Background: an optimization exercise with open tools, aiming at small area and a short achievable clock period. Do not read the settings as production practice. Function not checked in this run: the RTL went through the layout flow alone.

===== flow/config.mk =====
export PLATFORM = sky130hd
export DESIGN_NAME = fir_3tap
export DESIGN_NICKNAME = fir_3tap
export VERILOG_FILES = /design/flow/design.v
export SDC_FILE = /design/flow/constraint.sdc
export NUM_CORES = 4
export LEC_CHECK = 0
export CAP_MARGIN = 20
export CORE_MARGIN = 2
export CORE_UTILIZATION = 55
export CTS_BUF_LIST = sky130_fd_sc_hd__clkbuf_8
export SLEW_MARGIN = 20
export SYNTH_HIERARCHICAL = 1
export SYNTH_MINIMUM_KEEP_SIZE = 0
export TNS_END_PERCENT = 0

===== flow/constraint.sdc =====
create_clock -name core_clock -period 12.5 [get_ports {clk}]
set_input_delay 2.5000 -clock core_clock [delete_from_list [all_inputs] [get_ports {clk}]]
set_output_delay 2.5000 -clock core_clock [all_outputs]
set_load 0.01 [all_outputs]

===== flow/design.v =====
module full_adder(output sum,
                  output carry_out,
                  input x,
                  input y,
                  input carry_in);
assign sum = x ^ y ^ carry_in;
assign carry_out = (x & y) | (x & carry_in) | (y & carry_in);
endmodule
module g_and2(output y, input a, input b);
assign y = a & b;
endmodule
module g_aoi21(output y, input a, input b, input c);
assign y = ~((a & b) | c);
endmodule
module g_inv(output y, input a);
assign y = ~a;
endmodule
module g_nand2(output y, input a, input b);
assign y = ~(a & b);
endmodule
module g_nor2(output y, input a, input b);
assign y = ~(a | b);
endmodule
module g_oai21(output y, input a, input b, input c);
assign y = ~((a | b) & c);
endmodule
module g_or2(output y, input a, input b);
assign y = a | b;
endmodule
module g_xnor2(output y, input a, input b);
assign y = ~(a ^ b);
endmodule
module g_xor2(output y, input a, input b);
assign y = a ^ b;
endmodule
module half_adder_n(output sum_n,
                    output carry_n,
                    input a_n,
                    input b_n);
xnor_n xs(sum_n, a_n, b_n);
or_n oc(carry_n, a_n, b_n);
endmodule
module xnor_n(output y, input a, input b);
assign y = ~(a ^ b);
endmodule
module or_n(output y, input a, input b);
assign y = a | b;
endmodule
module fir_3tap (input clk,
                 input [7:0] Xin,
                 input [7:0] H0,
                 input [7:0] H1,
                 input [7:0] H2,
                 output reg [15:0] Yout);
reg [7:0] Xd, H1d, H2d;
reg [15:0] Pn;
wire t2_p0_0 = ~(Xd[0] & H2d[0]);
wire t2_p0_1 = ~(Xd[0] & H2d[1]);
wire t2_p0_2 = ~(Xd[0] & H2d[2]);
wire t2_p0_3 = ~(Xd[0] & H2d[3]);
wire t2_p0_4 = ~(Xd[0] & H2d[4]);
wire t2_p0_5 = ~(Xd[0] & H2d[5]);
wire t2_p0_6 = ~(Xd[0] & H2d[6]);
wire t2_p0_7 = ~(Xd[0] & H2d[7]);
wire t2_p1_0 = ~(Xd[1] & H2d[0]);
wire t2_p1_1 = ~(Xd[1] & H2d[1]);
wire t2_p1_2 = ~(Xd[1] & H2d[2]);
wire t2_p1_3 = ~(Xd[1] & H2d[3]);
wire t2_p1_4 = ~(Xd[1] & H2d[4]);
wire t2_p1_5 = ~(Xd[1] & H2d[5]);
wire t2_p1_6 = ~(Xd[1] & H2d[6]);
wire t2_p1_7 = ~(Xd[1] & H2d[7]);
wire t2_p2_0 = ~(Xd[2] & H2d[0]);
wire t2_p2_1 = ~(Xd[2] & H2d[1]);
wire t2_p2_2 = ~(Xd[2] & H2d[2]);
wire t2_p2_3 = ~(Xd[2] & H2d[3]);
wire t2_p2_4 = ~(Xd[2] & H2d[4]);
wire t2_p2_5 = ~(Xd[2] & H2d[5]);
wire t2_p2_6 = ~(Xd[2] & H2d[6]);
wire t2_p2_7 = ~(Xd[2] & H2d[7]);
wire t2_p3_0 = ~(Xd[3] & H2d[0]);
wire t2_p3_1 = ~(Xd[3] & H2d[1]);
wire t2_p3_2 = ~(Xd[3] & H2d[2]);
wire t2_p3_3 = ~(Xd[3] & H2d[3]);
wire t2_p3_4 = ~(Xd[3] & H2d[4]);
wire t2_p3_5 = ~(Xd[3] & H2d[5]);
wire t2_p3_6 = ~(Xd[3] & H2d[6]);
wire t2_p3_7 = ~(Xd[3] & H2d[7]);
wire t2_p4_0 = ~(Xd[4] & H2d[0]);
wire t2_p4_1 = ~(Xd[4] & H2d[1]);
wire t2_p4_2 = ~(Xd[4] & H2d[2]);
wire t2_p4_3 = ~(Xd[4] & H2d[3]);
wire t2_p4_4 = ~(Xd[4] & H2d[4]);
wire t2_p4_5 = ~(Xd[4] & H2d[5]);
wire t2_p4_6 = ~(Xd[4] & H2d[6]);
wire t2_p4_7 = ~(Xd[4] & H2d[7]);
wire t2_p5_0 = ~(Xd[5] & H2d[0]);
wire t2_p5_1 = ~(Xd[5] & H2d[1]);
wire t2_p5_2 = ~(Xd[5] & H2d[2]);
wire t2_p5_3 = ~(Xd[5] & H2d[3]);
wire t2_p5_4 = ~(Xd[5] & H2d[4]);
wire t2_p5_5 = ~(Xd[5] & H2d[5]);
wire t2_p5_6 = ~(Xd[5] & H2d[6]);
wire t2_p5_7 = ~(Xd[5] & H2d[7]);
wire t2_p6_0 = ~(Xd[6] & H2d[0]);
wire t2_p6_1 = ~(Xd[6] & H2d[1]);
wire t2_p6_2 = ~(Xd[6] & H2d[2]);
wire t2_p6_3 = ~(Xd[6] & H2d[3]);
wire t2_p6_4 = ~(Xd[6] & H2d[4]);
wire t2_p6_5 = ~(Xd[6] & H2d[5]);
wire t2_p6_6 = ~(Xd[6] & H2d[6]);
wire t2_p6_7 = ~(Xd[6] & H2d[7]);
wire t2_p7_0 = ~(Xd[7] & H2d[0]);
wire t2_p7_1 = ~(Xd[7] & H2d[1]);
wire t2_p7_2 = ~(Xd[7] & H2d[2]);
wire t2_p7_3 = ~(Xd[7] & H2d[3]);
wire t2_p7_4 = ~(Xd[7] & H2d[4]);
wire t2_p7_5 = ~(Xd[7] & H2d[5]);
wire t2_p7_6 = ~(Xd[7] & H2d[6]);
wire t2_p7_7 = ~(Xd[7] & H2d[7]);
wire t2_s0, t2_c0;
half_adder_n t2_ha0 (t2_s0, t2_c0, t2_p0_6, t2_p1_5);
wire t2_s1, t2_c1;
full_adder t2_fa1 (t2_s1, t2_c1, t2_p0_7, t2_p1_6, t2_p2_5);
wire t2_s2, t2_c2;
half_adder_n t2_ha2 (t2_s2, t2_c2, t2_p3_4, t2_p4_3);
wire t2_s3, t2_c3;
full_adder t2_fa3 (t2_s3, t2_c3, t2_p1_7, t2_p2_6, t2_p3_5);
wire t2_s4, t2_c4;
half_adder_n t2_ha4 (t2_s4, t2_c4, t2_p4_4, t2_p5_3);
wire t2_s5, t2_c5;
full_adder t2_fa5 (t2_s5, t2_c5, t2_p2_7, t2_p3_6, t2_p4_5);
wire t2_s6, t2_c6;
half_adder_n t2_ha6 (t2_s6, t2_c6, t2_p0_4, t2_p1_3);
wire t2_s7, t2_c7;
full_adder t2_fa7 (t2_s7, t2_c7, t2_p0_5, t2_p1_4, t2_p2_3);
wire t2_s8, t2_c8;
half_adder_n t2_ha8 (t2_s8, t2_c8, t2_p3_2, t2_p4_1);
wire t2_s9, t2_c9;
full_adder t2_fa9 (t2_s9, t2_c9, t2_p2_4, t2_p3_3, t2_p4_2);
wire t2_s10, t2_c10;
full_adder t2_fa10 (t2_s10, t2_c10, t2_p5_1, t2_p6_0, t2_s0);
wire t2_s11, t2_c11;
full_adder t2_fa11 (t2_s11, t2_c11, t2_p5_2, t2_p6_1, t2_p7_0);
wire t2_s12, t2_c12;
full_adder t2_fa12 (t2_s12, t2_c12, t2_c0, t2_s2, t2_s1);
wire t2_s13, t2_c13;
full_adder t2_fa13 (t2_s13, t2_c13, t2_p6_2, t2_p7_1, t2_c2);
wire t2_s14, t2_c14;
full_adder t2_fa14 (t2_s14, t2_c14, t2_s4, t2_c1, t2_s3);
wire t2_s15, t2_c15;
full_adder t2_fa15 (t2_s15, t2_c15, t2_p5_4, t2_p6_3, t2_p7_2);
wire t2_s16, t2_c16;
full_adder t2_fa16 (t2_s16, t2_c16, t2_c4, t2_c3, t2_s5);
wire t2_s17, t2_c17;
full_adder t2_fa17 (t2_s17, t2_c17, t2_p3_7, t2_p4_6, t2_p5_5);
wire t2_s18, t2_c18;
full_adder t2_fa18 (t2_s18, t2_c18, t2_p6_4, t2_p7_3, t2_c5);
wire t2_s19, t2_c19;
full_adder t2_fa19 (t2_s19, t2_c19, t2_p4_7, t2_p5_6, t2_p6_5);
wire t2_s20, t2_c20;
half_adder_n t2_ha20 (t2_s20, t2_c20, t2_p0_3, t2_p1_2);
wire t2_s21, t2_c21;
full_adder t2_fa21 (t2_s21, t2_c21, t2_p2_2, t2_p3_1, t2_p4_0);
wire t2_s22, t2_c22;
full_adder t2_fa22 (t2_s22, t2_c22, t2_p5_0, t2_c6, t2_s8);
wire t2_s23, t2_c23;
full_adder t2_fa23 (t2_s23, t2_c23, t2_c8, t2_c7, t2_s9);
wire t2_s24, t2_c24;
full_adder t2_fa24 (t2_s24, t2_c24, t2_c9, t2_s11, t2_c10);
wire t2_s25, t2_c25;
full_adder t2_fa25 (t2_s25, t2_c25, t2_c11, t2_s13, t2_c12);
wire t2_s26, t2_c26;
full_adder t2_fa26 (t2_s26, t2_c26, t2_s15, t2_c13, t2_c14);
wire t2_s27, t2_c27;
full_adder t2_fa27 (t2_s27, t2_c27, t2_c15, t2_s17, t2_c16);
wire t2_s28, t2_c28;
full_adder t2_fa28 (t2_s28, t2_c28, t2_p7_4, t2_c17, t2_s19);
wire t2_s29, t2_c29;
full_adder t2_fa29 (t2_s29, t2_c29, t2_p5_7, t2_p6_6, t2_p7_5);
wire t2_s30, t2_c30;
half_adder_n t2_ha30 (t2_s30, t2_c30, t2_p0_2, t2_p1_1);
wire t2_s31, t2_c31;
full_adder t2_fa31 (t2_s31, t2_c31, t2_p2_1, t2_p3_0, t2_s20);
wire t2_s32, t2_c32;
full_adder t2_fa32 (t2_s32, t2_c32, t2_c20, t2_s6, t2_s21);
wire t2_s33, t2_c33;
full_adder t2_fa33 (t2_s33, t2_c33, t2_c21, t2_s7, t2_s22);
wire t2_s34, t2_c34;
full_adder t2_fa34 (t2_s34, t2_c34, t2_c22, t2_s10, t2_s23);
wire t2_s35, t2_c35;
full_adder t2_fa35 (t2_s35, t2_c35, t2_c23, t2_s12, t2_s24);
wire t2_s36, t2_c36;
full_adder t2_fa36 (t2_s36, t2_c36, t2_s14, t2_c24, t2_s25);
wire t2_s37, t2_c37;
full_adder t2_fa37 (t2_s37, t2_c37, t2_s16, t2_c25, t2_s26);
wire t2_s38, t2_c38;
full_adder t2_fa38 (t2_s38, t2_c38, t2_s18, t2_c26, t2_s27);
wire t2_s39, t2_c39;
full_adder t2_fa39 (t2_s39, t2_c39, t2_c18, t2_s28, t2_c27);
wire t2_s40, t2_c40;
full_adder t2_fa40 (t2_s40, t2_c40, t2_c19, t2_s29, t2_c28);
wire t2_s41, t2_c41;
full_adder t2_fa41 (t2_s41, t2_c41, t2_p6_7, t2_p7_6, t2_c29);
wire n1;
g_xnor2 u1 (n1, t2_p0_1, t2_p1_0);
wire n2;
g_or2 u2 (n2, t2_p0_1, t2_p1_0);
wire t2_rs2, t2_rc2;
full_adder t2_rfa2 (t2_rs2, t2_rc2, t2_s30, t2_p2_0, n2);
wire t2_rs3, t2_rc3;
full_adder t2_rfa3 (t2_rs3, t2_rc3, t2_c30, t2_s31, t2_rc2);
wire t2_rs4, t2_rc4;
full_adder t2_rfa4 (t2_rs4, t2_rc4, t2_c31, t2_s32, t2_rc3);
wire t2_rs5, t2_rc5;
full_adder t2_rfa5 (t2_rs5, t2_rc5, t2_c32, t2_s33, t2_rc4);
wire t2_rs6, t2_rc6;
full_adder t2_rfa6 (t2_rs6, t2_rc6, t2_c33, t2_s34, t2_rc5);
wire t2_rs7, t2_rc7;
full_adder t2_rfa7 (t2_rs7, t2_rc7, t2_c34, t2_s35, t2_rc6);
wire t2_rs8, t2_rc8;
full_adder t2_rfa8 (t2_rs8, t2_rc8, t2_c35, t2_s36, t2_rc7);
wire t2_rs9, t2_rc9;
full_adder t2_rfa9 (t2_rs9, t2_rc9, t2_c36, t2_s37, t2_rc8);
wire n3;
g_or2 u3 (n3, t2_c37, t2_s38);
wire n4;
g_and2 u4 (n4, t2_c37, t2_s38);
wire n5;
g_aoi21 u5 (n5, n3, t2_rc9, n4);
wire n6;
g_nor2 u6 (n6, t2_c38, t2_s39);
wire n7;
g_nand2 u7 (n7, t2_c38, t2_s39);
wire n8;
g_oai21 u8 (n8, n6, n5, n7);
wire n9;
g_or2 u9 (n9, t2_c39, t2_s40);
wire n10;
g_and2 u10 (n10, t2_c39, t2_s40);
wire n11;
g_aoi21 u11 (n11, n9, n8, n10);
wire n12;
g_nor2 u12 (n12, t2_c40, t2_s41);
wire n13;
g_nand2 u13 (n13, t2_c40, t2_s41);
wire n14;
g_oai21 u14 (n14, n12, n11, n13);
wire n15;
g_or2 u15 (n15, t2_c41, t2_p7_7);
wire n16;
g_and2 u16 (n16, t2_c41, t2_p7_7);
wire n17;
g_aoi21 u17 (n17, n15, n14, n16);
wire n18;
g_xor2 u18 (n18, t2_c37, t2_s38);
wire n19;
g_xor2 u19 (n19, n18, t2_rc9);
wire n20;
g_xor2 u20 (n20, t2_c38, t2_s39);
wire n21;
g_xnor2 u21 (n21, n20, n5);
wire n22;
g_xor2 u22 (n22, t2_c39, t2_s40);
wire n23;
g_xor2 u23 (n23, n22, n8);
wire n24;
g_xor2 u24 (n24, t2_c40, t2_s41);
wire n25;
g_xnor2 u25 (n25, n24, n11);
wire n26;
g_xor2 u26 (n26, t2_c41, t2_p7_7);
wire n27;
g_xor2 u27 (n27, n26, n14);
wire n28;
g_inv u28 (n28, n17);
wire [15:0] t2_sn = {n28, n27, n25, n23, n21, n19, t2_rs9, t2_rs8, t2_rs7, t2_rs6, t2_rs5, t2_rs4, t2_rs3, t2_rs2, n1, t2_p0_0};
wire t1_p0_0 = ~(Xd[0] & H1d[0]);
wire t1_p0_1 = ~(Xd[0] & H1d[1]);
wire t1_p0_2 = ~(Xd[0] & H1d[2]);
wire t1_p0_3 = ~(Xd[0] & H1d[3]);
wire t1_p0_4 = ~(Xd[0] & H1d[4]);
wire t1_p0_5 = ~(Xd[0] & H1d[5]);
wire t1_p0_6 = ~(Xd[0] & H1d[6]);
wire t1_p0_7 = ~(Xd[0] & H1d[7]);
wire t1_p1_0 = ~(Xd[1] & H1d[0]);
wire t1_p1_1 = ~(Xd[1] & H1d[1]);
wire t1_p1_2 = ~(Xd[1] & H1d[2]);
wire t1_p1_3 = ~(Xd[1] & H1d[3]);
wire t1_p1_4 = ~(Xd[1] & H1d[4]);
wire t1_p1_5 = ~(Xd[1] & H1d[5]);
wire t1_p1_6 = ~(Xd[1] & H1d[6]);
wire t1_p1_7 = ~(Xd[1] & H1d[7]);
wire t1_p2_0 = ~(Xd[2] & H1d[0]);
wire t1_p2_1 = ~(Xd[2] & H1d[1]);
wire t1_p2_2 = ~(Xd[2] & H1d[2]);
wire t1_p2_3 = ~(Xd[2] & H1d[3]);
wire t1_p2_4 = ~(Xd[2] & H1d[4]);
wire t1_p2_5 = ~(Xd[2] & H1d[5]);
wire t1_p2_6 = ~(Xd[2] & H1d[6]);
wire t1_p2_7 = ~(Xd[2] & H1d[7]);
wire t1_p3_0 = ~(Xd[3] & H1d[0]);
wire t1_p3_1 = ~(Xd[3] & H1d[1]);
wire t1_p3_2 = ~(Xd[3] & H1d[2]);
wire t1_p3_3 = ~(Xd[3] & H1d[3]);
wire t1_p3_4 = ~(Xd[3] & H1d[4]);
wire t1_p3_5 = ~(Xd[3] & H1d[5]);
wire t1_p3_6 = ~(Xd[3] & H1d[6]);
wire t1_p3_7 = ~(Xd[3] & H1d[7]);
wire t1_p4_0 = ~(Xd[4] & H1d[0]);
wire t1_p4_1 = ~(Xd[4] & H1d[1]);
wire t1_p4_2 = ~(Xd[4] & H1d[2]);
wire t1_p4_3 = ~(Xd[4] & H1d[3]);
wire t1_p4_4 = ~(Xd[4] & H1d[4]);
wire t1_p4_5 = ~(Xd[4] & H1d[5]);
wire t1_p4_6 = ~(Xd[4] & H1d[6]);
wire t1_p4_7 = ~(Xd[4] & H1d[7]);
wire t1_p5_0 = ~(Xd[5] & H1d[0]);
wire t1_p5_1 = ~(Xd[5] & H1d[1]);
wire t1_p5_2 = ~(Xd[5] & H1d[2]);
wire t1_p5_3 = ~(Xd[5] & H1d[3]);
wire t1_p5_4 = ~(Xd[5] & H1d[4]);
wire t1_p5_5 = ~(Xd[5] & H1d[5]);
wire t1_p5_6 = ~(Xd[5] & H1d[6]);
wire t1_p5_7 = ~(Xd[5] & H1d[7]);
wire t1_p6_0 = ~(Xd[6] & H1d[0]);
wire t1_p6_1 = ~(Xd[6] & H1d[1]);
wire t1_p6_2 = ~(Xd[6] & H1d[2]);
wire t1_p6_3 = ~(Xd[6] & H1d[3]);
wire t1_p6_4 = ~(Xd[6] & H1d[4]);
wire t1_p6_5 = ~(Xd[6] & H1d[5]);
wire t1_p6_6 = ~(Xd[6] & H1d[6]);
wire t1_p6_7 = ~(Xd[6] & H1d[7]);
wire t1_p7_0 = ~(Xd[7] & H1d[0]);
wire t1_p7_1 = ~(Xd[7] & H1d[1]);
wire t1_p7_2 = ~(Xd[7] & H1d[2]);
wire t1_p7_3 = ~(Xd[7] & H1d[3]);
wire t1_p7_4 = ~(Xd[7] & H1d[4]);
wire t1_p7_5 = ~(Xd[7] & H1d[5]);
wire t1_p7_6 = ~(Xd[7] & H1d[6]);
wire t1_p7_7 = ~(Xd[7] & H1d[7]);
wire t1_s0, t1_c0;
half_adder_n t1_ha0 (t1_s0, t1_c0, Pn[5], t1_p0_5);
wire t1_s1, t1_c1;
full_adder t1_fa1 (t1_s1, t1_c1, Pn[6], t1_p0_6, t1_p1_5);
wire t1_s2, t1_c2;
half_adder_n t1_ha2 (t1_s2, t1_c2, t1_p2_4, t1_p3_3);
wire t1_s3, t1_c3;
full_adder t1_fa3 (t1_s3, t1_c3, Pn[7], t1_p0_7, t1_p1_6);
wire t1_s4, t1_c4;
full_adder t1_fa4 (t1_s4, t1_c4, t1_p2_5, t1_p3_4, t1_p4_3);
wire t1_s5, t1_c5;
half_adder_n t1_ha5 (t1_s5, t1_c5, t1_p5_2, t1_p6_1);
wire t1_s6, t1_c6;
full_adder t1_fa6 (t1_s6, t1_c6, Pn[8], t1_p1_7, t1_p2_6);
wire t1_s7, t1_c7;
full_adder t1_fa7 (t1_s7, t1_c7, t1_p3_5, t1_p4_4, t1_p5_3);
wire t1_s8, t1_c8;
half_adder_n t1_ha8 (t1_s8, t1_c8, t1_p6_2, t1_p7_1);
wire t1_s9, t1_c9;
full_adder t1_fa9 (t1_s9, t1_c9, Pn[9], t1_p2_7, t1_p3_6);
wire t1_s10, t1_c10;
full_adder t1_fa10 (t1_s10, t1_c10, t1_p4_5, t1_p5_4, t1_p6_3);
wire t1_s11, t1_c11;
full_adder t1_fa11 (t1_s11, t1_c11, Pn[10], t1_p3_7, t1_p4_6);
wire t1_s12, t1_c12;
half_adder_n t1_ha12 (t1_s12, t1_c12, Pn[3], t1_p0_3);
wire t1_s13, t1_c13;
full_adder t1_fa13 (t1_s13, t1_c13, Pn[4], t1_p0_4, t1_p1_3);
wire t1_s14, t1_c14;
half_adder_n t1_ha14 (t1_s14, t1_c14, t1_p2_2, t1_p3_1);
wire t1_s15, t1_c15;
full_adder t1_fa15 (t1_s15, t1_c15, t1_p1_4, t1_p2_3, t1_p3_2);
wire t1_s16, t1_c16;
full_adder t1_fa16 (t1_s16, t1_c16, t1_p4_1, t1_p5_0, t1_s0);
wire t1_s17, t1_c17;
full_adder t1_fa17 (t1_s17, t1_c17, t1_p4_2, t1_p5_1, t1_p6_0);
wire t1_s18, t1_c18;
full_adder t1_fa18 (t1_s18, t1_c18, t1_c0, t1_s2, t1_s1);
wire t1_s19, t1_c19;
full_adder t1_fa19 (t1_s19, t1_c19, t1_p7_0, t1_c2, t1_s5);
wire t1_s20, t1_c20;
full_adder t1_fa20 (t1_s20, t1_c20, t1_c1, t1_s3, t1_s4);
wire t1_s21, t1_c21;
full_adder t1_fa21 (t1_s21, t1_c21, t1_c5, t1_s8, t1_c3);
wire t1_s22, t1_c22;
full_adder t1_fa22 (t1_s22, t1_c22, t1_c4, t1_s6, t1_s7);
wire t1_s23, t1_c23;
full_adder t1_fa23 (t1_s23, t1_c23, t1_p7_2, t1_c8, t1_c6);
wire t1_s24, t1_c24;
full_adder t1_fa24 (t1_s24, t1_c24, t1_c7, t1_s10, t1_s9);
wire t1_s25, t1_c25;
full_adder t1_fa25 (t1_s25, t1_c25, t1_p5_5, t1_p6_4, t1_p7_3);
wire t1_s26, t1_c26;
full_adder t1_fa26 (t1_s26, t1_c26, t1_c10, t1_c9, t1_s11);
wire t1_s27, t1_c27;
full_adder t1_fa27 (t1_s27, t1_c27, Pn[11], t1_p4_7, t1_p5_6);
wire t1_s28, t1_c28;
full_adder t1_fa28 (t1_s28, t1_c28, t1_p6_5, t1_p7_4, t1_c11);
wire t1_s29, t1_c29;
full_adder t1_fa29 (t1_s29, t1_c29, Pn[12], t1_p5_7, t1_p6_6);
wire t1_s30, t1_c30;
half_adder_n t1_ha30 (t1_s30, t1_c30, Pn[2], t1_p0_2);
wire t1_s31, t1_c31;
full_adder t1_fa31 (t1_s31, t1_c31, t1_p1_2, t1_p2_1, t1_p3_0);
wire t1_s32, t1_c32;
full_adder t1_fa32 (t1_s32, t1_c32, t1_p4_0, t1_c12, t1_s14);
wire t1_s33, t1_c33;
full_adder t1_fa33 (t1_s33, t1_c33, t1_c14, t1_c13, t1_s15);
wire t1_s34, t1_c34;
full_adder t1_fa34 (t1_s34, t1_c34, t1_c15, t1_s17, t1_c16);
wire t1_s35, t1_c35;
full_adder t1_fa35 (t1_s35, t1_c35, t1_c17, t1_s19, t1_c18);
wire t1_s36, t1_c36;
full_adder t1_fa36 (t1_s36, t1_c36, t1_c19, t1_c20, t1_s21);
wire t1_s37, t1_c37;
full_adder t1_fa37 (t1_s37, t1_c37, t1_c21, t1_c22, t1_s23);
wire t1_s38, t1_c38;
full_adder t1_fa38 (t1_s38, t1_c38, t1_s25, t1_c23, t1_c24);
wire t1_s39, t1_c39;
full_adder t1_fa39 (t1_s39, t1_c39, t1_c25, t1_s27, t1_c26);
wire t1_s40, t1_c40;
full_adder t1_fa40 (t1_s40, t1_c40, t1_p7_5, t1_c27, t1_s29);
wire t1_s41, t1_c41;
full_adder t1_fa41 (t1_s41, t1_c41, Pn[13], t1_p6_7, t1_p7_6);
wire t1_s42, t1_c42;
half_adder_n t1_ha42 (t1_s42, t1_c42, Pn[1], t1_p0_1);
wire t1_s43, t1_c43;
full_adder t1_fa43 (t1_s43, t1_c43, t1_p1_1, t1_p2_0, t1_s30);
wire t1_s44, t1_c44;
full_adder t1_fa44 (t1_s44, t1_c44, t1_c30, t1_s12, t1_s31);
wire t1_s45, t1_c45;
full_adder t1_fa45 (t1_s45, t1_c45, t1_c31, t1_s13, t1_s32);
wire t1_s46, t1_c46;
full_adder t1_fa46 (t1_s46, t1_c46, t1_c32, t1_s16, t1_s33);
wire t1_s47, t1_c47;
full_adder t1_fa47 (t1_s47, t1_c47, t1_c33, t1_s18, t1_s34);
wire t1_s48, t1_c48;
full_adder t1_fa48 (t1_s48, t1_c48, t1_s20, t1_c34, t1_s35);
wire t1_s49, t1_c49;
full_adder t1_fa49 (t1_s49, t1_c49, t1_s22, t1_c35, t1_s36);
wire t1_s50, t1_c50;
full_adder t1_fa50 (t1_s50, t1_c50, t1_s24, t1_c36, t1_s37);
wire t1_s51, t1_c51;
full_adder t1_fa51 (t1_s51, t1_c51, t1_s26, t1_c37, t1_s38);
wire t1_s52, t1_c52;
full_adder t1_fa52 (t1_s52, t1_c52, t1_s28, t1_c38, t1_s39);
wire t1_s53, t1_c53;
full_adder t1_fa53 (t1_s53, t1_c53, t1_c28, t1_s40, t1_c39);
wire t1_s54, t1_c54;
full_adder t1_fa54 (t1_s54, t1_c54, t1_c29, t1_s41, t1_c40);
wire t1_s55, t1_c55;
full_adder t1_fa55 (t1_s55, t1_c55, Pn[14], t1_p7_7, t1_c41);
wire t1x_s0, t1x_c0;
half_adder_n t1x_ha0 (t1x_s0, t1x_c0, t1_c47, t1_s48);
wire t1x_s1, t1x_c1;
half_adder_n t1x_ha1 (t1x_s1, t1x_c1, t1_c48, t1_s49);
wire t0_p0_0 = ~(Xin[0] & H0[0]);
wire t0_p0_1 = ~(Xin[0] & H0[1]);
wire t0_p0_2 = ~(Xin[0] & H0[2]);
wire t0_p0_3 = ~(Xin[0] & H0[3]);
wire t0_p0_4 = ~(Xin[0] & H0[4]);
wire t0_p0_5 = ~(Xin[0] & H0[5]);
wire t0_p0_6 = ~(Xin[0] & H0[6]);
wire t0_p0_7 = ~(Xin[0] & H0[7]);
wire t0_p1_0 = ~(Xin[1] & H0[0]);
wire t0_p1_1 = ~(Xin[1] & H0[1]);
wire t0_p1_2 = ~(Xin[1] & H0[2]);
wire t0_p1_3 = ~(Xin[1] & H0[3]);
wire t0_p1_4 = ~(Xin[1] & H0[4]);
wire t0_p1_5 = ~(Xin[1] & H0[5]);
wire t0_p1_6 = ~(Xin[1] & H0[6]);
wire t0_p1_7 = ~(Xin[1] & H0[7]);
wire t0_p2_0 = ~(Xin[2] & H0[0]);
wire t0_p2_1 = ~(Xin[2] & H0[1]);
wire t0_p2_2 = ~(Xin[2] & H0[2]);
wire t0_p2_3 = ~(Xin[2] & H0[3]);
wire t0_p2_4 = ~(Xin[2] & H0[4]);
wire t0_p2_5 = ~(Xin[2] & H0[5]);
wire t0_p2_6 = ~(Xin[2] & H0[6]);
wire t0_p2_7 = ~(Xin[2] & H0[7]);
wire t0_p3_0 = ~(Xin[3] & H0[0]);
wire t0_p3_1 = ~(Xin[3] & H0[1]);
wire t0_p3_2 = ~(Xin[3] & H0[2]);
wire t0_p3_3 = ~(Xin[3] & H0[3]);
wire t0_p3_4 = ~(Xin[3] & H0[4]);
wire t0_p3_5 = ~(Xin[3] & H0[5]);
wire t0_p3_6 = ~(Xin[3] & H0[6]);
wire t0_p3_7 = ~(Xin[3] & H0[7]);
wire t0_p4_0 = ~(Xin[4] & H0[0]);
wire t0_p4_1 = ~(Xin[4] & H0[1]);
wire t0_p4_2 = ~(Xin[4] & H0[2]);
wire t0_p4_3 = ~(Xin[4] & H0[3]);
wire t0_p4_4 = ~(Xin[4] & H0[4]);
wire t0_p4_5 = ~(Xin[4] & H0[5]);
wire t0_p4_6 = ~(Xin[4] & H0[6]);
wire t0_p4_7 = ~(Xin[4] & H0[7]);
wire t0_p5_0 = ~(Xin[5] & H0[0]);
wire t0_p5_1 = ~(Xin[5] & H0[1]);
wire t0_p5_2 = ~(Xin[5] & H0[2]);
wire t0_p5_3 = ~(Xin[5] & H0[3]);
wire t0_p5_4 = ~(Xin[5] & H0[4]);
wire t0_p5_5 = ~(Xin[5] & H0[5]);
wire t0_p5_6 = ~(Xin[5] & H0[6]);
wire t0_p5_7 = ~(Xin[5] & H0[7]);
wire t0_p6_0 = ~(Xin[6] & H0[0]);
wire t0_p6_1 = ~(Xin[6] & H0[1]);
wire t0_p6_2 = ~(Xin[6] & H0[2]);
wire t0_p6_3 = ~(Xin[6] & H0[3]);
wire t0_p6_4 = ~(Xin[6] & H0[4]);
wire t0_p6_5 = ~(Xin[6] & H0[5]);
wire t0_p6_6 = ~(Xin[6] & H0[6]);
wire t0_p6_7 = ~(Xin[6] & H0[7]);
wire t0_p7_0 = ~(Xin[7] & H0[0]);
wire t0_p7_1 = ~(Xin[7] & H0[1]);
wire t0_p7_2 = ~(Xin[7] & H0[2]);
wire t0_p7_3 = ~(Xin[7] & H0[3]);
wire t0_p7_4 = ~(Xin[7] & H0[4]);
wire t0_p7_5 = ~(Xin[7] & H0[5]);
wire t0_p7_6 = ~(Xin[7] & H0[6]);
wire t0_p7_7 = ~(Xin[7] & H0[7]);
wire t0_s0, t0_c0;
half_adder_n t0_ha0 (t0_s0, t0_c0, t1_c44, t1_s45);
wire t0_s1, t0_c1;
full_adder t0_fa1 (t0_s1, t0_c1, t1_c45, t1_s46, t0_p0_5);
wire t0_s2, t0_c2;
half_adder_n t0_ha2 (t0_s2, t0_c2, t0_p1_4, t0_p2_3);
wire t0_s3, t0_c3;
full_adder t0_fa3 (t0_s3, t0_c3, t1_c46, t1_s47, t0_p0_6);
wire t0_s4, t0_c4;
full_adder t0_fa4 (t0_s4, t0_c4, t0_p1_5, t0_p2_4, t0_p3_3);
wire t0_s5, t0_c5;
half_adder_n t0_ha5 (t0_s5, t0_c5, t0_p4_2, t0_p5_1);
wire t0_s6, t0_c6;
full_adder t0_fa6 (t0_s6, t0_c6, t1x_s0, t0_p0_7, t0_p1_6);
wire t0_s7, t0_c7;
full_adder t0_fa7 (t0_s7, t0_c7, t0_p2_5, t0_p3_4, t0_p4_3);
wire t0_s8, t0_c8;
full_adder t0_fa8 (t0_s8, t0_c8, t0_p5_2, t0_p6_1, t0_p7_0);
wire t0_s9, t0_c9;
full_adder t0_fa9 (t0_s9, t0_c9, t1x_c0, t1x_s1, t0_p1_7);
wire t0_s10, t0_c10;
full_adder t0_fa10 (t0_s10, t0_c10, t0_p2_6, t0_p3_5, t0_p4_4);
wire t0_s11, t0_c11;
full_adder t0_fa11 (t0_s11, t0_c11, t0_p5_3, t0_p6_2, t0_p7_1);
wire t0_s12, t0_c12;
full_adder t0_fa12 (t0_s12, t0_c12, t1_c49, t1_s50, t1x_c1);
wire t0_s13, t0_c13;
full_adder t0_fa13 (t0_s13, t0_c13, t0_p2_7, t0_p3_6, t0_p4_5);
wire t0_s14, t0_c14;
full_adder t0_fa14 (t0_s14, t0_c14, t0_p5_4, t0_p6_3, t0_p7_2);
wire t0_s15, t0_c15;
full_adder t0_fa15 (t0_s15, t0_c15, t1_c50, t1_s51, t0_p3_7);
wire t0_s16, t0_c16;
full_adder t0_fa16 (t0_s16, t0_c16, t0_p4_6, t0_p5_5, t0_p6_4);
wire t0_s17, t0_c17;
full_adder t0_fa17 (t0_s17, t0_c17, t1_c51, t1_s52, t0_p4_7);
wire t0_s18, t0_c18;
half_adder_n t0_ha18 (t0_s18, t0_c18, t1_c42, t1_s43);
wire t0_s19, t0_c19;
full_adder t0_fa19 (t0_s19, t0_c19, t1_c43, t1_s44, t0_p0_3);
wire t0_s20, t0_c20;
half_adder_n t0_ha20 (t0_s20, t0_c20, t0_p1_2, t0_p2_1);
wire t0_s21, t0_c21;
full_adder t0_fa21 (t0_s21, t0_c21, t0_s0, t0_p0_4, t0_p1_3);
wire t0_s22, t0_c22;
full_adder t0_fa22 (t0_s22, t0_c22, t0_p2_2, t0_p3_1, t0_p4_0);
wire t0_s23, t0_c23;
full_adder t0_fa23 (t0_s23, t0_c23, t0_c0, t0_p3_2, t0_p4_1);
wire t0_s24, t0_c24;
full_adder t0_fa24 (t0_s24, t0_c24, t0_p5_0, t0_s2, t0_s1);
wire t0_s25, t0_c25;
full_adder t0_fa25 (t0_s25, t0_c25, t0_p6_0, t0_c2, t0_s5);
wire t0_s26, t0_c26;
full_adder t0_fa26 (t0_s26, t0_c26, t0_c1, t0_s3, t0_s4);
wire t0_s27, t0_c27;
full_adder t0_fa27 (t0_s27, t0_c27, t0_c5, t0_c3, t0_c4);
wire t0_s28, t0_c28;
full_adder t0_fa28 (t0_s28, t0_c28, t0_s6, t0_s7, t0_s8);
wire t0_s29, t0_c29;
full_adder t0_fa29 (t0_s29, t0_c29, t0_c6, t0_c7, t0_c8);
wire t0_s30, t0_c30;
full_adder t0_fa30 (t0_s30, t0_c30, t0_s10, t0_s11, t0_s9);
wire t0_s31, t0_c31;
full_adder t0_fa31 (t0_s31, t0_c31, t0_s12, t0_c10, t0_c11);
wire t0_s32, t0_c32;
full_adder t0_fa32 (t0_s32, t0_c32, t0_c9, t0_s13, t0_s14);
wire t0_s33, t0_c33;
full_adder t0_fa33 (t0_s33, t0_c33, t0_p7_3, t0_c12, t0_c13);
wire t0_s34, t0_c34;
full_adder t0_fa34 (t0_s34, t0_c34, t0_c14, t0_s15, t0_s16);
wire t0_s35, t0_c35;
full_adder t0_fa35 (t0_s35, t0_c35, t0_p5_6, t0_p6_5, t0_p7_4);
wire t0_s36, t0_c36;
full_adder t0_fa36 (t0_s36, t0_c36, t0_c15, t0_c16, t0_s17);
wire t0_s37, t0_c37;
full_adder t0_fa37 (t0_s37, t0_c37, t1_s53, t1_c52, t0_p5_7);
wire t0_s38, t0_c38;
full_adder t0_fa38 (t0_s38, t0_c38, t0_p6_6, t0_p7_5, t0_c17);
wire t0_s39, t0_c39;
full_adder t0_fa39 (t0_s39, t0_c39, t1_s54, t1_c53, t0_p6_7);
wire t0_s40, t0_c40;
half_adder_n t0_ha40 (t0_s40, t0_c40, t1_p1_0, t1_s42);
wire t0_s41, t0_c41;
full_adder t0_fa41 (t0_s41, t0_c41, t0_s18, t0_p0_2, t0_p1_1);
wire t0_s42, t0_c42;
full_adder t0_fa42 (t0_s42, t0_c42, t0_c18, t0_p3_0, t0_s20);
wire t0_s43, t0_c43;
full_adder t0_fa43 (t0_s43, t0_c43, t0_c20, t0_c19, t0_s21);
wire t0_s44, t0_c44;
full_adder t0_fa44 (t0_s44, t0_c44, t0_c21, t0_c22, t0_s23);
wire t0_s45, t0_c45;
full_adder t0_fa45 (t0_s45, t0_c45, t0_c23, t0_s25, t0_c24);
wire t0_s46, t0_c46;
full_adder t0_fa46 (t0_s46, t0_c46, t0_c25, t0_c26, t0_s27);
wire t0_s47, t0_c47;
full_adder t0_fa47 (t0_s47, t0_c47, t0_c27, t0_c28, t0_s29);
wire t0_s48, t0_c48;
full_adder t0_fa48 (t0_s48, t0_c48, t0_c29, t0_c30, t0_s31);
wire t0_s49, t0_c49;
full_adder t0_fa49 (t0_s49, t0_c49, t0_c31, t0_c32, t0_s33);
wire t0_s50, t0_c50;
full_adder t0_fa50 (t0_s50, t0_c50, t0_s35, t0_c33, t0_c34);
wire t0_s51, t0_c51;
full_adder t0_fa51 (t0_s51, t0_c51, t0_c35, t0_s37, t0_c36);
wire t0_s52, t0_c52;
full_adder t0_fa52 (t0_s52, t0_c52, t0_p7_6, t0_c37, t0_s39);
wire t0_s53, t0_c53;
full_adder t0_fa53 (t0_s53, t0_c53, t1_s55, t1_c54, t0_p7_7);
wire t0_s54, t0_c54;
half_adder_n t0_ha54 (t0_s54, t0_c54, Pn[0], t1_p0_0);
wire t0_s55, t0_c55;
full_adder t0_fa55 (t0_s55, t0_c55, t0_s40, t0_p0_1, t0_p1_0);
wire t0_s56, t0_c56;
full_adder t0_fa56 (t0_s56, t0_c56, t0_c40, t0_p2_0, t0_s41);
wire t0_s57, t0_c57;
full_adder t0_fa57 (t0_s57, t0_c57, t0_c41, t0_s19, t0_s42);
wire t0_s58, t0_c58;
full_adder t0_fa58 (t0_s58, t0_c58, t0_s22, t0_c42, t0_s43);
wire t0_s59, t0_c59;
full_adder t0_fa59 (t0_s59, t0_c59, t0_c43, t0_s24, t0_s44);
wire t0_s60, t0_c60;
full_adder t0_fa60 (t0_s60, t0_c60, t0_c44, t0_s26, t0_s45);
wire t0_s61, t0_c61;
full_adder t0_fa61 (t0_s61, t0_c61, t0_s28, t0_c45, t0_s46);
wire t0_s62, t0_c62;
full_adder t0_fa62 (t0_s62, t0_c62, t0_s30, t0_c46, t0_s47);
wire t0_s63, t0_c63;
full_adder t0_fa63 (t0_s63, t0_c63, t0_s32, t0_c47, t0_s48);
wire t0_s64, t0_c64;
full_adder t0_fa64 (t0_s64, t0_c64, t0_s34, t0_c48, t0_s49);
wire t0_s65, t0_c65;
full_adder t0_fa65 (t0_s65, t0_c65, t0_s36, t0_c49, t0_s50);
wire t0_s66, t0_c66;
full_adder t0_fa66 (t0_s66, t0_c66, t0_s38, t0_c50, t0_s51);
wire t0_s67, t0_c67;
full_adder t0_fa67 (t0_s67, t0_c67, t0_c38, t0_s52, t0_c51);
wire t0_s68, t0_c68;
full_adder t0_fa68 (t0_s68, t0_c68, t0_c39, t0_s53, t0_c52);
wire t0_s69, t0_c69;
full_adder t0_fa69 (t0_s69, t0_c69, Pn[15], t1_c55, t0_c53);
wire n29;
g_xnor2 u29 (n29, t0_s54, t0_p0_0);
wire n30;
g_or2 u30 (n30, t0_s54, t0_p0_0);
wire t0_rs1, t0_rc1;
full_adder t0_rfa1 (t0_rs1, t0_rc1, t0_c54, t0_s55, n30);
wire t0_rs2, t0_rc2;
full_adder t0_rfa2 (t0_rs2, t0_rc2, t0_c55, t0_s56, t0_rc1);
wire t0_rs3, t0_rc3;
full_adder t0_rfa3 (t0_rs3, t0_rc3, t0_c56, t0_s57, t0_rc2);
wire t0_rs4, t0_rc4;
full_adder t0_rfa4 (t0_rs4, t0_rc4, t0_c57, t0_s58, t0_rc3);
wire n31;
g_or2 u31 (n31, t0_c58, t0_s59);
wire n32;
g_and2 u32 (n32, t0_c58, t0_s59);
wire n33;
g_aoi21 u33 (n33, n31, t0_rc4, n32);
wire n34;
g_nor2 u34 (n34, t0_c59, t0_s60);
wire n35;
g_nand2 u35 (n35, t0_c59, t0_s60);
wire n36;
g_oai21 u36 (n36, n34, n33, n35);
wire n37;
g_or2 u37 (n37, t0_c60, t0_s61);
wire n38;
g_and2 u38 (n38, t0_c60, t0_s61);
wire n39;
g_aoi21 u39 (n39, n37, n36, n38);
wire n40;
g_nor2 u40 (n40, t0_c61, t0_s62);
wire n41;
g_nand2 u41 (n41, t0_c61, t0_s62);
wire n42;
g_oai21 u42 (n42, n40, n39, n41);
wire n43;
g_nor2 u43 (n43, t0_c63, t0_s64);
wire n44;
g_nand2 u44 (n44, t0_c62, t0_s63);
wire n45;
g_nand2 u45 (n45, t0_c63, t0_s64);
wire n46;
g_oai21 u46 (n46, n43, n44, n45);
wire n47;
g_nor2 u47 (n47, t0_c62, t0_s63);
wire n48;
g_nor2 u48 (n48, n43, n47);
wire n49;
g_nor2 u49 (n49, t0_c65, t0_s66);
wire n50;
g_nand2 u50 (n50, t0_c64, t0_s65);
wire n51;
g_nand2 u51 (n51, t0_c65, t0_s66);
wire n52;
g_oai21 u52 (n52, n49, n50, n51);
wire n53;
g_nor2 u53 (n53, t0_c64, t0_s65);
wire n54;
g_nor2 u54 (n54, n49, n53);
wire n55;
g_nor2 u55 (n55, t0_c67, t0_s68);
wire n56;
g_nand2 u56 (n56, t0_c66, t0_s67);
wire n57;
g_nand2 u57 (n57, t0_c67, t0_s68);
wire n58;
g_oai21 u58 (n58, n55, n56, n57);
wire n59;
g_nor2 u59 (n59, t0_c66, t0_s67);
wire n60;
g_nor2 u60 (n60, n55, n59);
wire n61;
g_aoi21 u61 (n61, n48, n42, n46);
wire n62;
g_or2 u62 (n62, t0_c61, t0_s62);
wire n63;
g_nand2 u63 (n63, n48, n62);
wire n64;
g_aoi21 u64 (n64, n60, n52, n58);
wire n65;
g_nand2 u65 (n65, n60, n54);
wire n66;
g_oai21 u66 (n66, n65, n61, n64);
wire n67;
g_nor2 u67 (n67, n65, n63);
wire n68;
g_inv u68 (n68, n54);
wire n69;
g_inv u69 (n69, n52);
wire n70;
g_oai21 u70 (n70, n68, n61, n69);
wire n71;
g_inv u71 (n71, n54);
wire n72;
g_nor2 u72 (n72, n71, n63);
wire n73;
g_or2 u73 (n73, t0_c62, t0_s63);
wire n74;
g_and2 u74 (n74, t0_c62, t0_s63);
wire n75;
g_aoi21 u75 (n75, n73, n42, n74);
wire n76;
g_nand2 u76 (n76, n73, n62);
wire n77;
g_oai21 u77 (n77, n53, n61, n50);
wire n78;
g_nor2 u78 (n78, n53, n63);
wire n79;
g_or2 u79 (n79, t0_c66, t0_s67);
wire n80;
g_and2 u80 (n80, t0_c66, t0_s67);
wire n81;
g_aoi21 u81 (n81, n79, n70, n80);
wire n82;
g_nand2 u82 (n82, n79, n72);
wire n83;
g_inv u83 (n83, n29);
wire n84;
g_inv u84 (n84, t0_rs1);
wire n85;
g_inv u85 (n85, t0_rs2);
wire n86;
g_inv u86 (n86, t0_rs3);
wire n87;
g_inv u87 (n87, t0_rs4);
wire n88;
g_xor2 u88 (n88, t0_c58, t0_s59);
wire n89;
g_xnor2 u89 (n89, n88, t0_rc4);
wire n90;
g_xor2 u90 (n90, t0_c59, t0_s60);
wire n91;
g_xor2 u91 (n91, n90, n33);
wire n92;
g_xor2 u92 (n92, t0_c60, t0_s61);
wire n93;
g_xnor2 u93 (n93, n92, n36);
wire n94;
g_xor2 u94 (n94, t0_c61, t0_s62);
wire n95;
g_xor2 u95 (n95, n94, n39);
wire n96;
g_xor2 u96 (n96, t0_c62, t0_s63);
wire n97;
g_xnor2 u97 (n97, n96, n42);
wire n98;
g_xor2 u98 (n98, t0_c63, t0_s64);
wire n99;
g_xor2 u99 (n99, n98, n75);
wire n100;
g_xor2 u100 (n100, t0_c64, t0_s65);
wire n101;
g_xor2 u101 (n101, n100, n61);
wire n102;
g_xor2 u102 (n102, t0_c65, t0_s66);
wire n103;
g_xnor2 u103 (n103, n102, n77);
wire n104;
g_xor2 u104 (n104, t0_c66, t0_s67);
wire n105;
g_xnor2 u105 (n105, n104, n70);
wire n106;
g_xor2 u106 (n106, t0_c67, t0_s68);
wire n107;
g_xor2 u107 (n107, n106, n81);
wire n108;
g_xor2 u108 (n108, t0_c68, t0_s69);
wire n109;
g_xnor2 u109 (n109, n108, n66);
wire [15:0] t0_sn = {n109, n107, n105, n103, n101, n99, n97, n95, n93, n91, n89, n87, n86, n85, n84, n83};
always @(posedge clk) begin
  Xd   <= Xin;
  H1d  <= H1;
  H2d  <= H2;
  Pn   <= t2_sn;
  Yout <= t0_sn;
end
endmodule

===== flow/flow/run.sh =====
#!/bin/bash
# The standard layout (standard.sh), with two changes to how it is made:
# - ports are buffered with buf_1 instead of the default delay buffer;
# - repair_timing aims for 6.9 ns of setup slack instead of 0.
set -euo pipefail
export SETUP_SLACK_MARGIN=6.9
export BUFFER_PORTS_ARGS="-buffer_cell sky130_fd_sc_hd__buf_1"
bash standard.sh > standard.log 2>&1

===== flow/standard.sh =====
#!/bin/bash
# synth_recipe.tcl (not shown) runs the flow's synth.tcl, then flattens the netlist and writes it again
# the make line also repeats each setting of config.mk as NAME=value (left out here)
make -C /OpenROAD-flow-scripts/flow DESIGN_CONFIG=/design/flow/config.mk WORK_HOME=/design/flow/orfs CLKGATE_MAP_FILE= SYNTH_SCRIPT=/design/flow/synth_recipe.tcl "${@:-finish}"

==> flow_summary.rst <==
.. list-table::
   :header-rows: 1

   * - Metric
     - Value
   * - Non-filler cells, final
     - 770
   * - Crit Path Max Fanout
     - 9
   * - Commonest cells after routing, fill and taps aside
     - 200 x sky130_fd_sc_hd__nand2_1, 152 x sky130_fd_sc_hd__fa_1, 43 x sky130_fd_sc_hd__dfxtp_1
   * - Layout cells sized above 1
     - 0.1212
   * - Required time of the worst setup path
     - between 10 and 15 ns
   * - Number of placed instances, taps included
     - about 750
   * - Vias in the first global route
     - 4583
   * - Average size of a mapped cell
     - between 10 and 15 sq um
   * - Worst slew margin relative to its limit
     - 0.7161
   * - Final worst clock skew
     - ~0.013 ns
   * - Post-detail-place hpwl
     - ~9.6 mm
   * - Routability congestion estimate from global placement
     - between 0.8 and 0.9
   * - Number of standard-cell rows in the floorplan
     - 39
   * - CTS root buf
     - sky130_fd_sc_hd__clkbuf_8
   * - DP Area
     - ~0.0064 sq mm
   * - Post-Syn Area
     - roughly 0.0064 sq mm
   * - Fmax
     - ~170 MHz
   * - Number of pins exceeding their max-slew limit in the final report
     - 0
   * - 1st-iter DRT viols
     - between 150 and 200
   * - Arrival time of the worst setup path
     - approximately 6 ns
   * - RSZ-0062 raised after global routing
     - true
   * - Via count of the routed design
     - between 4k and 5k
   * - Synthesis warning total
     - 7
   * - Worst slack on hold paths
     - ~0.53 ns
   * - Met1 wire length
     - approximately 5.0 mm
   * - Run status
     - complete, no violations
   * - Ports placed on the boundary
     - 49
   * - Count of mapped cells out of synthesis
     - roughly 600
   * - Synthesized net count
     - 794
   * - Most frequent standard cell in the layout excluding fill and tap cells
     - sky130_fd_sc_hd__nand2_1
   * - Maximum buffer depth of the clock tree
     - 2
   * - Uppermost layer routed
     - met4
   * - Distinct cell type count after synthesis
     - 15
   * - DRC viols
     - 0
   * - Antenna-violating nets left
     - 0
   * - Hold buffer count at cts
     - 0
   * - Die Span X
     - approximately 110 um
   * - Seq/Total Area, Yosys
     - 0.1764
   * - Kind of end point of the critical path
     - flip-flop
   * - Global-route wire length before repair
     - approximately 22 mm
   * - First-pass iteration count of the detailed router
     - 4
   * - Post-route cell area
     - 0.006745 sq mm
   * - Time the worst path needs with I/O delays and setup
     - 5.738 ns
   * - Number of endpoints with negative hold slack in the final report
     - 0
   * - Overall track demand over capacity in global routing
     - 0.2200
   * - Leftover overflow at the end of global routing
     - 0
   * - Inserted Clock Buffers
     - 5
   * - Min setup slack post-route
     - 6.762 ns
   * - Routed wire length
     - roughly 12 mm
   * - Post-synthesis to final-layout area growth
     - 6.143%
   * - Category of the critical setup timing path
     - in -> reg
   * - Number of endpoints failing setup at the final stage
     - 0
   * - CTS tree
     - yes
   * - Max-cap violations
     - 0
   * - Initial standard-cell utilization of the core
     - 0.5589
   * - Via-per-instance ratio
     - roughly 5.3
   * - Actual transition at the worst max-transition pin
     - roughly 0.43 ns
   * - Crit share post-route
     - 0.4590
   * - Worst slack after detailed placement
     - about 6.0 ns
   * - Average detailed-routed wire length per instance
     - roughly 16 um
   * - Antenna violations before repair
     - 0
   * - Clk latency of the worst-skew pair
     - roughly 0.34 ns
   * - Antenna diodes
     - 0
   * - Setup crit start kind
     - input port
   * - Wire length on met3
     - 561 um
   * - Post-Route Utilization
     - 0.5933
   * - Post-layout nets
     - between 800 and 900
   * - Area of the die
     - about 0.012 sq mm
   * - Setup TNS
     - 0 ns
   * - Length of routed met2 wiring
     - around 6.2 mm
   * - Die height
     - approximately 110 um
   * - Seq cells post-synth
     - 56
   * - Maximum number of pins on one net before global-route repair
     - 20
   * - Clock-pin slew on the worst setup and hold paths
     - 0.11 ns
   * - Class of the most critical hold timing path
     - reg -> reg
   * - CTS Sinks
     - between 50 and 60
   * - Floorplan core area
     - between 0.01 and 0.015 sq mm
   * - Number of H-tree levels
     - 2
   * - Count of input and output buffers
     - 48
Yosys stat by module (local to each module, per instance), a selection:
module / times used / flip-flops and latches / cell area, sq um / cells
g_oai21: 10 / 0 / 5.005 / 1
g_and2: 7 / 0 / 6.256 / 1
g_nor2: 13 / 0 / 3.754 / 1
g_xor2: 24 / 0 / 8.758 / 1
xnor_n: 24 / 0 / 8.758 / 1
g_or2: 9 / 0 / 6.256 / 1
g_aoi21: 9 / 0 / 8.758 / 1
g_xnor2: 10 / 0 / 8.758 / 1
full_adder: 158 / 0 / 20.02 / 1
cell usage after synthesis (all sizes together):
library cell	count	area, sq um
xnor2	34	297.8
xor2	24	210.2
fa	158	3163
dfxtp	56	1121
clkbuf	6	30.03
a21oi	9	78.83
inv	8	30.03
and2	7	43.79
buf	42	310.3
o21ai	10	50.05
or2	33	206.5
nor2	13	48.80
nand2	203	764.5
state kept, by name (all words and copies together), names as in the netlist:
signal,cells
Pn,16
Yout,16
H1d,8
H2d,8
Xd,8
worst max-delay path, stage by stage:
cell,delay [ns]
sky130_fd_sc_hd__buf_4,0.17
sky130_fd_sc_hd__nand2_4,0.06
sky130_fd_sc_hd__fa_1,0.56
sky130_fd_sc_hd__fa_1,0.43
sky130_fd_sc_hd__fa_2,0.35
sky130_fd_sc_hd__fa_2,0.35
sky130_fd_sc_hd__fa_2,0.38
sky130_fd_sc_hd__a21oi_4,0.16
sky130_fd_sc_hd__o21ai_2,0.09
sky130_fd_sc_hd__a21oi_2,0.22
sky130_fd_sc_hd__o21ai_4,0.11
sky130_fd_sc_hd__a21oi_4,0.17
sky130_fd_sc_hd__o21ai_2,0.09
sky130_fd_sc_hd__a21oi_2,0.16
sky130_fd_sc_hd__xor2_1,0.17
per-layer routing:
metal	GRT usage	up-vias
li1	-	1824
met1	0.2861	2112
met2	0.3813	116
met3	0.03321	22
met4	0.07490	0
met5	0	-
final timing paths:
path                                     start               end  slack, ns  depth (start not counted)
worst max-delay path                    Xin[1]  Yout[14]$_DFF_P_       6.76                         15
worst max register to register  H1d[7]$_DFF_P_  Yout[14]$_DFF_P_       6.91                         16
worst min-delay path            H2d[0]$_DFF_P_     Pn[0]$_DFF_P_       0.53                          1
worst min register to register  H2d[0]$_DFF_P_     Pn[0]$_DFF_P_       0.53                          1
repair_timing:
action                                  CTS  global route
gates resized for setup                  44            12
setup buffers                            12             4
endpoints found under the setup margin    9             8
pin swaps                                 5             5
area by class of cell:
cell class | instances | area [sq um]
multi-input cells | 491 | 4936
fillers | 1002 | 4624
flip-flops and latches | 56 | 1167
repair buffers | 64 | 337.8
well taps | 143 | 178.9
clock buffers | 5 | 68.82
inverters | 8 | 30.03
clock inverters | 3 | 26.28
kinds of logic after synthesis:
group,Yosys count,share of synthesized area
buffers and inverters,56,0.05828
adders and majority gates,158,0.4977
and+or+nand+nor,256,0.1674
DFF,56,0.1764
xor gates and xnor gates,58,0.07994
AOI/OAI and AO/OA,19,0.02028

==> afterwards: timing with drivers on the ports <==
In the flow no input, the clock included, has a driving cell. The finished layout below was timed again as built, in two steps.
Step 1, drivers: a clkbuf_16 drives clk and a buf_2 each remaining input, both assumed.
Step 2 times the ports against the registers' clock, not the clock port: input delays grow and output delays shrink by t, the midpoint of the rising clock arrivals with the driver on.
a / b / c = ideal ports / drivers / drivers and shift; a / b = the first two.
t (ns): 0.366
setup WS [ns]: 6.762 / 6.771 / 6.404
worst hold slack (ns): 0.526 / 0.526 / 0.526
slew at the worst register clock pin (ns): 0.11 / 0.11
After both steps setup and hold are still met in this run. For this run, drivers alone change the setup slack by +0.009 ns; drivers and shift together by -0.358 ns.
